Context: an optimization exercise on an open-source flow, tuned for small area and a short achievable clock period. The choices shown serve that exercise and are no tape-out recipe.
Only simulation tests tie the RTL to the original design; equivalence was not proved.
Power figures rest on the tool's default switching activity, not on a simulated workload.

==> cedar: inputs <==
## simd_vector_mac
module simd_vector_mac (
    input clk,
    input rst_n,
    input valid_i,
    input start_i,
    input last_i,
    input [63:0] A,
    input [63:0] B,
    output vector_mac_valid_o,
    output [37:0] vector_mac_data_o
);
    wire one1;
    wire two2;
    wire bp3;
    wire bp4;
    wire bp5;
    wire bp6;
    wire bp7;
    wire bp8;
    wire bp9;
    wire bp10;
    wire bp11;
    wire bp12;
    wire bp13;
    wire bp14;
    wire bp15;
    wire bp16;
    wire bp17;
    wire bp18;
    wire bp19;
    wire bn20;
    wire one21;
    wire two22;
    wire bp23;
    wire bp24;
    wire bp25;
    wire bp26;
    wire bp27;
    wire bp28;
    wire bp29;
    wire bp30;
    wire bp31;
    wire bp32;
    wire bp33;
    wire bp34;
    wire bp35;
    wire bp36;
    wire bp37;
    wire bp38;
    wire bp39;
    wire bn40;
    wire one41;
    wire two42;
    wire bp43;
    wire bp44;
    wire bp45;
    wire bp46;
    wire bp47;
    wire bp48;
    wire bp49;
    wire bp50;
    wire bp51;
    wire bp52;
    wire bp53;
    wire bp54;
    wire bp55;
    wire bp56;
    wire bp57;
    wire bp58;
    wire bp59;
    wire bn60;
    wire one61;
    wire two62;
    wire bp63;
    wire bp64;
    wire bp65;
    wire bp66;
    wire bp67;
    wire bp68;
    wire bp69;
    wire bp70;
    wire bp71;
    wire bp72;
    wire bp73;
    wire bp74;
    wire bp75;
    wire bp76;
    wire bp77;
    wire bp78;
    wire bp79;
    wire bn80;
    wire one81;
    wire two82;
    wire bp83;
    wire bp84;
    wire bp85;
  ...
export LEC_CHECK = 0
export ABC_AREA = 1
export CAP_MARGIN = 20
export CORE_MARGIN = 2
export CORE_UTILIZATION = 40
export SETUP_SLACK_MARGIN = 1.8
export SLEW_MARGIN = 20
create_clock -name core_clock -period 4.5 [get_ports {clk}]
standard.sh (not shown) runs the stock make flow with config.mk's settings and CLKGATE_MAP_FILE= SYNTH_SCRIPT=/design/flow/synth_recipe.tcl, a recipe that flattens the netlist after the stock synthesis.
==> flow/flow/run.sh <==
#!/bin/bash
# Standard layout, with one netlist step between synthesis and floorplan: bubble2.py chooses the
# polarity of the full-adder cells, fa(~a,~b,~c) = ~fa(a,b,c), and of gates that have a
# complemented twin, so that the netlist needs fewer inverters. Registers are not touched.
set -euo pipefail
R=$PWD/orfs/results/$FLOW_PLATFORM/simd_vector_mac/base
LIB=$FLOW_HOME/platforms/$FLOW_PLATFORM/lib/sky130_fd_sc_hd__tt_025C_1v80.lib
bash standard.sh "$R/1_2_yosys.v" > synth.log 2>&1
cp "$R/1_2_yosys.v" "$PWD/1_2_yosys_standard.v"
python3 flow/bubble2.py "$LIB" "$PWD/1_2_yosys_standard.v" "$R/1_2_yosys.v" > bubble.log 2>&1
bash standard.sh finish > layout.log 2>&1
Other scripts of this flow, unchanged in this note and not shown: flow/flow/bubble2.py
==> zinc (differences from cedar) <==
--- a/flow/flow/run.sh
+++ b/flow/flow/run.sh
@@ -4,2 +4,3 @@
 # complemented twin, so that the netlist needs fewer inverters. Registers are not touched.
+# Port buffers are buf_1 cells instead of the delay cells buffer_ports picks by itself.
 set -euo pipefail
@@ -10,2 +11,3 @@
 python3 flow/bubble2.py "$LIB" "$PWD/1_2_yosys_standard.v" "$R/1_2_yosys.v" > bubble.log 2>&1
+export BUFFER_PORTS_ARGS="-buffer_cell sky130_fd_sc_hd__buf_1"
 bash standard.sh finish > layout.log 2>&1
==> results.txt <==
- Between cedar and zinc, the lower core utilization is in zinc (gap 5.4 points).
- Clock-buffer cell count: cedar is lower than zinc (5).
- Fmax is about the same in cedar and zinc.
- Sequential share of layout area: zinc is higher than cedar (2.4 points).
- Of cedar and zinc, cedar has the higher non-clock buffer count (gap 205).
==> figures <==
metric	cedar	zinc
Status	timing/DRC/antenna clean	timing/DRC/antenna clean
Layout-to-synthesis area ratio	1.3219x	1.1871x
Power per standard cell area	794.1 nW/µm²	878.2 nW/µm²
Layout Utilization	0.5315	0.4773
CP required	5.06 ns	5.08 ns
First drt pass iteration count	5	6
Number of global-route vias before repair	28960	26910
Resize count post-CTS	424	82
Final period utilization	0.6080	0.6083
Max FO, Critical Path	10	7
Psw	0.01771 W	0.01794 W

---

==> run a: inputs <==
simd_vector_mac, a different RTL version from the one above (not shown whole).
Settings: LEC_CHECK=0, ABC_AREA=1, CAP_MARGIN=20, CORE_MARGIN=2, CORE_UTILIZATION=40, PLACE_DENSITY=0.8, SETUP_SLACK_MARGIN=2.4, SLEW_MARGIN=20; clock period 4.5 ns.
==> flow/flow/run.sh <==
#!/bin/bash
# Standard layout, with one netlist step between synthesis and floorplan: bubble2.py chooses the
# polarity of the full-adder cells, fa(~a,~b,~c) = ~fa(a,b,c), and of gates that have a
# complemented twin, so that the netlist needs fewer inverters. Registers are not touched.
# Port buffers are buf_2 cells instead of the delay cells buffer_ports picks by itself.
set -euo pipefail
R=$PWD/orfs/results/$FLOW_PLATFORM/simd_vector_mac/base
LIB=$FLOW_HOME/platforms/$FLOW_PLATFORM/lib/sky130_fd_sc_hd__tt_025C_1v80.lib
bash standard.sh "$R/1_2_yosys.v" > synth.log 2>&1
cp "$R/1_2_yosys.v" "$PWD/1_2_yosys_standard.v"
python3 flow/bubble2.py "$LIB" "$PWD/1_2_yosys_standard.v" "$R/1_2_yosys.v" > bubble.log 2>&1
export BUFFER_PORTS_ARGS="-buffer_cell sky130_fd_sc_hd__buf_2"
bash standard.sh finish > layout.log 2>&1
Other scripts of this flow, unchanged in this note and not shown: flow/flow/bubble2.py
==> run b: changes against run a <==
SETUP_SLACK_MARGIN = 2.3   (was 2.4)
==> results.txt <==
Result of the run: run a finished clean; run b finished clean
Vias: run a 29200; run b 28300
Flip-flop and latch power: run a 11.4 mW; run b 11.2 mW
Worst IR drop on VDD: run a 0.618 mV; run b 0.429 mV
Largest fanout on the critical path: run a 14; run b 8
Layout Cell Area excl Fill: run a 0.0507 mm²; run b 0.0480 mm²
Power share of the clock group: run a 0.186; run b 0.190
Cell count along the critical path: run a 7; run b 6
Initial antenna violation count: run a 8; run b 5
Via count of the first global-routing pass: run a 29700; run b 29400
Area delta synth->final: run a 24.0%; run b 17.6%
Largest net degree at the start of global routing: run a 29; run b 34
Non-clock buffering overhead in the final layout: run a 0.0475; run b 0.0336
Minimum clock period: run a 2.29 ns; run b 2.31 ns
Final design utilization: run a 0.499; run b 0.473
Multi-input gate share of the layout cell area: run a 0.540; run b 0.540
Met1 layer wirelength in the final routing: run a 51400 µm; run b 48000 µm
Clk tree area frac: run a 0.0549; run b 0.0562
Number of nets in the layout: run a 4694; run b 4625
Net switching power: run a 15.9 mW; run b 15.0 mW
Sum of internal, switching and leakage power: run a 37.6 mW; run b 35.8 mW
Crit path DAT: run a 2.88 ns; run b 2.82 ns
Buffers inserted during post-CTS setup optimization: run a 44; run b 18

---

==> 12-14: inputs <==
simd_vector_mac with an RTL version that a note above also has.
clock: 4.5 ns
lec_check: 0
abc_area: 1
cap_margin: 20
core_margin: 2
core_utilization: 40
place_density: 0.8
setup_slack_margin: 1.8
slew_margin: 20
Scripts as last shown in full above: flow/flow/run.sh
Other scripts of this flow, unchanged in this note and not shown: flow/flow/bubble2.py
==> inputs of 05-19, as changes to 12-14 <==
- SETUP_SLACK_MARGIN: 1.8 -> 2.0
==> inputs of 01-10, as changes to 12-14 <==
==> flow/flow/run.sh (replaced) <==
#!/bin/bash
# Standard layout, with one netlist step between synthesis and floorplan: bubble2.py chooses the
# polarity of the full-adder cells, fa(~a,~b,~c) = ~fa(a,b,c), and of gates that have a
# complemented twin, so that the netlist needs fewer inverters. Registers are not touched.
set -euo pipefail
R=$PWD/orfs/results/$FLOW_PLATFORM/simd_vector_mac/base
LIB=$FLOW_HOME/platforms/$FLOW_PLATFORM/lib/sky130_fd_sc_hd__tt_025C_1v80.lib
bash standard.sh "$R/1_2_yosys.v" > synth.log 2>&1
cp "$R/1_2_yosys.v" "$PWD/1_2_yosys_standard.v"
python3 flow/bubble2.py "$LIB" "$PWD/1_2_yosys_standard.v" "$R/1_2_yosys.v" > bubble.log 2>&1
bash standard.sh finish > layout.log 2>&1
- CORE_UTILIZATION: 40 -> 55
- PLACE_DENSITY: 0.8 -> not set
==> results.txt <==
item                                                                                                05-19           01-10           12-14
Cell with the biggest individual delay on the critical path                                          fa_1            fa_2            fa_2
Outcome                                                                                    finished clean  finished clean  finished clean
Final cycle utilization of the critical path                                                        60.9%           61.0%           60.7%
Routed wire length                                                                                 136 mm          135 mm          125 mm
Quantity of gates resized following cts                                                               375             442             101
Power of the sequential group                                                                     8.14 mW         7.90 mW         8.05 mW
Arrival @ worst endpoint                                                                          3.21 ns         3.28 ns         3.28 ns
Sum of internal, switching and leakage power                                                      39.7 mW         37.3 mW         38.3 mW
P per Cell Area                                                                                828 mW/mm2      790 mW/mm2      899 mW/mm2
Post-CTS clock slew at the launch and capture registers of the worst setup and hold paths         0.06 ns         0.07 ns         0.07 ns
All-Layer GR Usage                                                                                  27.4%           39.8%           26.7%
Combinational group power                                                                         27.3 mW         24.8 mW         25.6 mW
Detailed-route wire length on metal 1                                                             48.3 mm         48.2 mm         46.3 mm
Die Outline Area                                                                               0.0925 mm2      0.0676 mm2      0.0925 mm2
Chip width                                                                                         304 um          260 um          304 um
Vias per Instance                                                                                    5.68            6.00            5.55

---

==> exp/lagoon <==
simd_vector_mac again, from the RTL that the note above started with.
==> flow/config.mk <==
export PLATFORM = sky130hd
export DESIGN_NAME = simd_vector_mac
export DESIGN_NICKNAME = simd_vector_mac
export VERILOG_FILES = /design/flow/design.v
export SDC_FILE = /design/flow/constraint.sdc
export NUM_CORES = 4
export LEC_CHECK = 0
export ABC_AREA = 1
export CAP_MARGIN = 20
export CORE_MARGIN = 2
export CORE_UTILIZATION = 40
export SETUP_SLACK_MARGIN = 1.6
export SLEW_MARGIN = 20
==> flow/constraint.sdc <==
create_clock -name core_clock -period 4.5 [get_ports {clk}]
set_input_delay 0.9000 -clock core_clock [delete_from_list [all_inputs] [get_ports {clk}]]
set_output_delay 0.9000 -clock core_clock [all_outputs]
set_load 0.01 [all_outputs]
==> flow/flow/run.sh <==
#!/bin/bash
# Standard layout, with one netlist step between synthesis and floorplan: bubble2.py chooses the
# polarity of the full-adder cells, fa(~a,~b,~c) = ~fa(a,b,c), and of gates that have a
# complemented twin, so that the netlist needs fewer inverters. Registers are not touched.
# Port buffers are buf_2 cells instead of the delay cells buffer_ports picks by itself.
set -euo pipefail
R=$PWD/orfs/results/$FLOW_PLATFORM/simd_vector_mac/base
LIB=$FLOW_HOME/platforms/$FLOW_PLATFORM/lib/sky130_fd_sc_hd__tt_025C_1v80.lib
bash standard.sh "$R/1_2_yosys.v" > synth.log 2>&1
cp "$R/1_2_yosys.v" "$PWD/1_2_yosys_standard.v"
python3 flow/bubble2.py "$LIB" "$PWD/1_2_yosys_standard.v" "$R/1_2_yosys.v" > bubble.log 2>&1
export BUFFER_PORTS_ARGS="-buffer_cell sky130_fd_sc_hd__buf_2"
bash standard.sh finish > layout.log 2>&1
Other scripts of this flow, unchanged in this note and not shown: flow/flow/bubble2.py
==> exp/ember (differences from exp/lagoon) <==
Settings changed: PLACE_DENSITY from default to 0.8, SETUP_SLACK_MARGIN 1.6 to 1.9.
==> exp/xenon (differences from exp/lagoon) <==
Settings changed: SETUP_SLACK_MARGIN 1.6 to 1.8.
==> exp/garnet (differences from exp/lagoon) <==
Settings changed: CTS_BUF_LIST from default to sky130_fd_sc_hd__clkbuf_4 sky130_fd_sc_hd__clkbuf_8, SETUP_SLACK_MARGIN 1.6 to 1.8.
==> comparison <==
Combinational power is about the same in exp/xenon and exp/garnet. Between exp/garnet and exp/lagoon, the lower global-route usage is in exp/lagoon (gap 0.80 points). In sequential power, exp/garnet and exp/xenon hardly differ. In exp/garnet the via count is larger than in exp/lagoon, by 1.4%. In die area, exp/ember and exp/lagoon do not differ.
==> figures <==
metric                                                      exp/lagoon       exp/xenon       exp/ember      exp/garnet
Internal Power                                                19290 uW        19300 uW        20470 uW        19260 uW
Status                                                  finished clean  finished clean  finished clean  finished clean
Multi-input comb cells                                            2516            2518            2525            2516
Worst-Skew Late Latency                                        0.64 ns         0.64 ns         0.63 ns         0.70 ns
Via-per-instance ratio                                           5.381           5.395           5.603           5.368
Detailed-route wire length on metal 1                         50.18 mm        51.26 mm        46.39 mm        50.84 mm
Filler cell count                                                 8484            8385            7749            8430
Final estimated routing congestion in global placement          0.9437          0.9856           1.035          0.9856
Layout Skew                                                 0.02643 ns      0.02929 ns      0.02912 ns      0.03772 ns
RSZ-0062 raised after global routing                             false            true            true            true
Tcrit/Tclk final                                                64.24%          61.42%          60.95%          61.24%
Most used cell, CP                                                fa_1            fa_1               -            fa_2

---

==> inputs of v1 <==
simd_vector_mac with an RTL version that a note above also has.
## simd_vector_mac
module simd_vector_mac (
    input clk,
    input rst_n,
    input valid_i,
    input start_i,
    input last_i,
    input [63:0] A,
    input [63:0] B,
    output vector_mac_valid_o,
    output [37:0] vector_mac_data_o
);
clock: 4.5 ns
lec_check: 0
abc_area: 1
cap_margin: 20
core_margin: 2
core_utilization: 40
place_density: 0.8
setup_slack_margin: 2.2
slew_margin: 20
Scripts as last shown in full above: flow/flow/run.sh
Other scripts of this flow, unchanged in this note and not shown: flow/flow/bubble2.py
==> v18 (differences from v1) <==
Settings changed: SETUP_SLACK_MARGIN 2.2 to 2.6.
==> v7 (differences from v1) <==
Settings changed: SETUP_SLACK_MARGIN 2.2 to 2.0.
==> results.txt <==
quantity	v1	v18	v7
Run status	finished clean	finished clean	finished clean
Library cell contributing the largest single delay on the critical path	sky130_fd_sc_hd__a21boi_0	sky130_fd_sc_hd__fa_1	sky130_fd_sc_hd__fa_1
Max Fanout on Critical Path	16	1	15
Clock share of power	0.188	0.171	0.196
Maximum operating frequency	419 MHz	411 MHz	399 MHz
Final clock skew	0.0209 ns	0.0289 ns	0.0297 ns
Hold WS	0.141 ns	0.114 ns	0.133 ns
Share of the final layout cell area in multi-input gates	0.527	0.536	0.525
Sequential cell area in the final layout	0.0147 mm2	0.0150 mm2	0.0147 mm2
Met2 GRT Util	0.384	0.453	0.393
Non-clock buffer share of cell area	0.0299	0.0920	0.0224
Signed area change from the synthesized netlist to the final layout	13.1%	39.2%	11.0%
Sequential logic power	11300 uW	11700 uW	11100 uW
Clock group	6830 uW	6980 uW	7030 uW
TritonCTS buffer count	77	80	79
Logic power comb	18200 uW	22300 uW	17700 uW
Pwr dens	785 mW/mm2	720 mW/mm2	789 mW/mm2
Met2 WL	57300 um	72600 um	58500 um
Clock buffer count	110	97	101
Worst IR Drop VDD	0.677 mV	0.594 mV	0.405 mV
Global-route wire length before repair	192000 um	214000 um	191000 um
Met3 global-route usage	0.0902	0.0763	0.0775
Headroom to the max-slew limit	0.305	0.526	0.238
Average routed wire per standard cell	25.0 um	28.6 um	24.7 um

---

==> run D: inputs <==
simd_vector_mac, a different RTL version from the one above (not shown whole).
clock: 4.5 ns
lec_check: 0
abc_area: 1
cap_margin: 20
core_margin: 2
core_utilization: 40
gpl_routability_driven: 0
place_density: 0.8
setup_slack_margin: 2.3
slew_margin: 20
Scripts as last shown in full above: flow/flow/run.sh
Other scripts of this flow, unchanged in this note and not shown: flow/flow/bubble2.py
==> run Z: changes against run D <==
--- a/flow/config.mk
+++ b/flow/config.mk
@@ -11,3 +11,2 @@
 export CORE_UTILIZATION = 40
-export GPL_ROUTABILITY_DRIVEN = 0
 export PLACE_DENSITY = 0.8
==> results.txt <==
- Run D completed with no timing, DRC or antenna violations. Run Z completed without violations.
- Design area is about the same in run D and run Z.
- Between run Z and run D, the lower clock-buffer cell count is in run D (gap 3).
- In sequential power, run Z and run D hardly differ.
- In area after synthesis, run Z and run D do not differ.
- Sequential share of layout area is about the same in run Z and run D.

---

==> v29: inputs <==
simd_vector_mac again, from the RTL that the note above started with.
==> flow/design.v (excerpt) <==
module simd_vector_mac (
    input clk,
    input rst_n,
    input valid_i,
    input start_i,
    input last_i,
    input [63:0] A,
    input [63:0] B,
    output vector_mac_valid_o,
    output [37:0] vector_mac_data_o
);
export LEC_CHECK = 0
export ABC_AREA = 1
export CAP_MARGIN = 20
export CORE_MARGIN = 2
export CORE_UTILIZATION = 40
export PLACE_DENSITY = 0.9
export SETUP_SLACK_MARGIN = 2.3
export SLEW_MARGIN = 20
create_clock -name core_clock -period 4.5 [get_ports {clk}]
Scripts as last shown in full above: flow/flow/run.sh
Other scripts of this flow, unchanged in this note and not shown: flow/flow/bubble2.py
==> v11: changes against v29 <==
- CTS_BUF_LIST: unset -> sky130_fd_sc_hd__clkbuf_4 sky130_fd_sc_hd__clkbuf_8
- PLACE_DENSITY: 0.9 -> 0.8
==> summary.txt <==
WP data required = 5220 ps
status = timing/DRC/antenna clean
Worst setup startpoint = B[47]
slowest CP cell = o21ai_0
sequential share of cell area = 30.5%
Cell Pwr Density = 736 mW/mm^2
[end of results for v11]
==> summary.txt <==
slowest CP cell = fa_1
Vias = 29.9k
WP data required = 5040 ps
status = timing/DRC/antenna clean
sequential share of cell area = 30.4%
Worst setup startpoint = t4_65
Area Overhead vs Synth = 15.4%
[end of results for v29]

what the ideal ports hide:
In the flow no input, the clock included, has a driving cell. The finished layouts below were timed again as built, in two steps. Step 1 assumes that a clkbuf_16 drives the clock port and a buf_2 every other input. Step 2, shift: input delay + t, output delay - t, t = (earliest + latest rising clock arrival at the registers) / 2. This alone moves slack from input paths to output paths. a / b / c = no drivers / after step 1 / after step 2; a / b = the first two.
| run | t (ns) | slack for setup (ns) | worst data-port slew with drivers (ns) | cell pins on the clock port's net |
|---|---|---|---|---|
| cedar | 0.674 | 1.764 / 1.774 / 1.128 | 0.09 | 1 |
| zinc | 0.691 | 1.763 / 1.774 / 1.114 | 0.09 | 1 |
| run a | 0.710 | 2.214 / 2.214 / 1.593 | 0.13 | 1 |
| run b | 0.710 | 2.195 / 2.195 / 1.572 | 0.09 | 1 |
| 12-14 | 0.676 | 1.766 / 1.766 / 1.137 | 0.10 | 1 |
| 05-19 | 0.670 | 1.760 / 1.760 / 1.263 | 0.11 | 1 |
| 01-10 | 0.684 | 1.754 / 1.754 / 1.107 | 0.08 | 1 |
| exp/lagoon | 0.685 | 1.609 / 1.654 / 0.969 | 0.07 | 1 |
| exp/ember | 0.682 | 1.757 / 1.757 / 1.191 | 0.08 | 1 |
| exp/xenon | 0.689 | 1.736 / 1.784 / 1.096 | 0.08 | 1 |
| exp/garnet | 0.746 | 1.744 / 1.780 / 1.044 | 0.08 | 1 |
| v1 | 0.700 | 2.111 / 2.161 / 1.462 | 0.11 | 1 |
| v18 | 0.726 | 2.064 / 2.064 / 1.582 | 0.29 | 1 |
| v7 | 0.704 | 1.993 / 2.036 / 1.332 | 0.16 | 1 |
| run D | 0.714 | 2.209 / 2.228 / 1.528 | 0.08 | 1 |
| run Z | 0.700 | 2.275 / 2.275 / 1.630 | 0.07 | 1 |
| v29 | 0.702 | 2.211 / 2.211 / 1.610 | 0.09 | 1 |
| v11 | 0.817 | 2.238 / 2.279 / 1.462 | 0.07 | 1 |
After both steps setup and hold are still met in every run listed. The setup slack of v11, which loses most, moves by +0.041 ns with the drivers and by -0.776 ns with both steps.
